Source: an optimization exercise on an open RTL-to-GDS flow (aim: small area, a short achievable clock period and few clock cycles). Production flows keep margins and buffers that such runs may drop. Function was checked by simulation only, so behaviour that the tests miss may differ from the original.

old:
==> module Gcd, before the edit <==
module Gcd(
	input [15:0] d1,
	input [15:0] d2,
	input clk,
	input rst,
	input start,
	output ready,
	output [15:0] gcd,
	output finished_flag
);
reg [15:0] a;
reg [15:0] b;
reg        busy;
function [15:0] pfx;
	input [15:0] v;
	integer l, i;
	begin
		pfx = v;
		for (l = 0; l < 4; l = l + 1)
			for (i = 0; i < 16; i = i + 1)
				if ((i >> l) & 1)
					pfx[i] = pfx[i] | pfx[((i >> l) << l) - 1];
	end
endfunction
function [3:0] enc;
	input [15:0] h;
	begin
		enc[0] = |(h & 16'hAAAA);
		enc[1] = |(h & 16'hCCCC);
		enc[2] = |(h & 16'hF0F0);
		enc[3] = |(h & 16'hFF00);
	end
endfunction
wire [15:0] axb = a ^ b;
wire [15:0] p   = a | b;
wire [15:0] pp  = pfx(p);
wire [15:0] px  = pfx(axb);
wire done = ~px[15] | ~|a | ~|b;
assign ready         = ~busy | done;
assign finished_flag = busy & done;
assign gcd           = a | b;
wire [15:0] lo = p & ~{pp[14:0], 1'b0};      
wire [15:0] lx = axb & ~{px[14:0], 1'b0};    
wire b_even = ~|(b & lo);                    
wire [3:0] sd = enc(lx) - enc(lo);
wire [2:0] s  = sd[3] ? 3'd7 : sd[2:0];
reg [15:0] cg, cp;
integer li, ii;
always @* begin
	cg = a & ~b;
	cp = ~axb;
	cg[0] = cg[0] | cp[0];    
	for (li = 0; li < 4; li = li + 1)
		for (ii = (2 << li) - 1; ii < 16; ii = ii + (2 << li)) begin
			cg[ii] = cg[ii] | (cp[ii] & cg[ii - (1 << li)]);
			cp[ii] = cp[ii] & cp[ii - (1 << li)];
		end
	for (li = 2; li >= 0; li = li - 1)
		for (ii = 3 * (1 << li) - 1; ii < 16; ii = ii + (2 << li)) begin
			cg[ii] = cg[ii] | (cp[ii] & cg[ii - (1 << li)]);
			cp[ii] = cp[ii] & cp[ii - (1 << li)];
		end
end
wire [15:0] dab    = ~axb ^ {cg[14:0], 1'b1};
wire        a_lt_b = ~cg[15];
wire [15:0] dabs   = dab ^ ({px[14:0], 1'b0} & {16{a_lt_b}});
wire [15:0] a_step   = dabs >> s;
wire        b_take_a = b_even | a_lt_b;
always @(posedge clk) begin
	if (ready) begin
		a <= d1;
		b <= d2;
	end else begin
		a <= a_step;
		if (b_take_a)
			b <= a;
	end
	if (~rst)
		busy <= 1'b0;
	else if (ready)
		busy <= start;
end
endmodule
clock: 4.5 ns
lec_check: 0
abc_area: 1
cap_margin: 20
core_margin: 2
core_utilization: 40
place_density: 0.6
setup_slack_margin: 1.2
slew_margin: 20
standard.sh (not shown) runs the stock make flow with config.mk's settings and CLKGATE_MAP_FILE= SYNTH_SCRIPT=/design/flow/synth_recipe.tcl, a recipe that flattens the netlist after the stock synthesis.
==> flow/flow/run.sh <==
#!/bin/bash
# Standard layout, except:
# - synthesis leaves the adder cells (fa/ha) to abc instead of mapping them
#   first (ADDER_MAP_FILE empty), and abc runs flow/abc.script: ORFS's area
#   script without its final upsize/dnsize passes (the layout's own repair
#   sizes the cells);
# - the port buffers are sky130_fd_sc_hd__buf_2 instead of the cell
#   buffer_ports picks by itself (clkdlybuf4s50_1).
set -euo pipefail
here=$PWD
cat > my_synth.tcl <<TCL
proc abc {args} {
  set i [lsearch -exact \$args -script]
  if {\$i >= 0} { lset args [expr {\$i + 1}] $here/flow/abc.script }
  puts "abc with script $here/flow/abc.script"
  yosys abc {*}\$args
}
TCL
cat synth_recipe.tcl >> my_synth.tcl
bash standard.sh ADDER_MAP_FILE= SYNTH_SCRIPT=$here/my_synth.tcl synth > synth.log 2>&1
bash standard.sh "BUFFER_PORTS_ARGS=-buffer_cell sky130_fd_sc_hd__buf_2" > layout.log 2>&1
==> flow/flow/abc.script <==
strash
dch
map -B 0.9
topo
stime -c
buffer -c
Testbench counts of old, summed over its fixed seeds: cycles 22,013.
The following lists how new was set up differently from old:
--- a/flow/design.v
+++ b/flow/design.v
@@ -44,6 +44,5 @@
 wire [15:0] lx = axb & ~{px[14:0], 1'b0};    
 wire b_even = ~|(b & lo);                    
-wire [3:0] sd = enc(lx) - enc(lo);
-wire [2:0] s  = sd[3] ? 3'd7 : sd[2:0];
+wire [3:0] s = enc(lx) - enc(lo);
 reg [15:0] cg, cp;
 integer li, ii;
--- outcome ---
Number of filler instances in the final layout: new > old. new against old: post-route worst setup slack went up by 0.010 ns, overall routed net length rose by about 5%, footprint of the multi-input gates climbed about 2.3%, first-iteration DRC count lost 22%. First-pass GRT wire length of new exceeds that of old by a few percent.
Testbench counts of new, summed over its fixed seeds: cycles 21,896.

==> static timing again, ports no longer ideal <==
Ports are ideal in the flow. The routed layouts listed here were re-timed in OpenROAD.
Step 1: set_driving_cell puts a clkbuf_16 on clk and a buf_2 on each other input, an assumption about the parent block.
Step 2 adds t to the input delays and takes it off the output delays; t is the mean of the earliest and latest rising clock arrival at the registers after step 1. Input paths then give back, and output paths get back, about the clock's delay inside the block.
a / b / c = ideal / step 1 / step 2; a / b = the first two.
| run | shift t [ns] | setup WS [ns] | hold slack, ns |
|---|---|---|---|
| old | 0.322 | 1.384 / 1.360 / 1.473 | 0.693 / 0.693 / 0.693 |
| new | 0.315 | 1.394 / 1.369 / 1.505 | 0.674 / 0.674 / 0.674 |
After both steps every run listed still meets setup and hold.
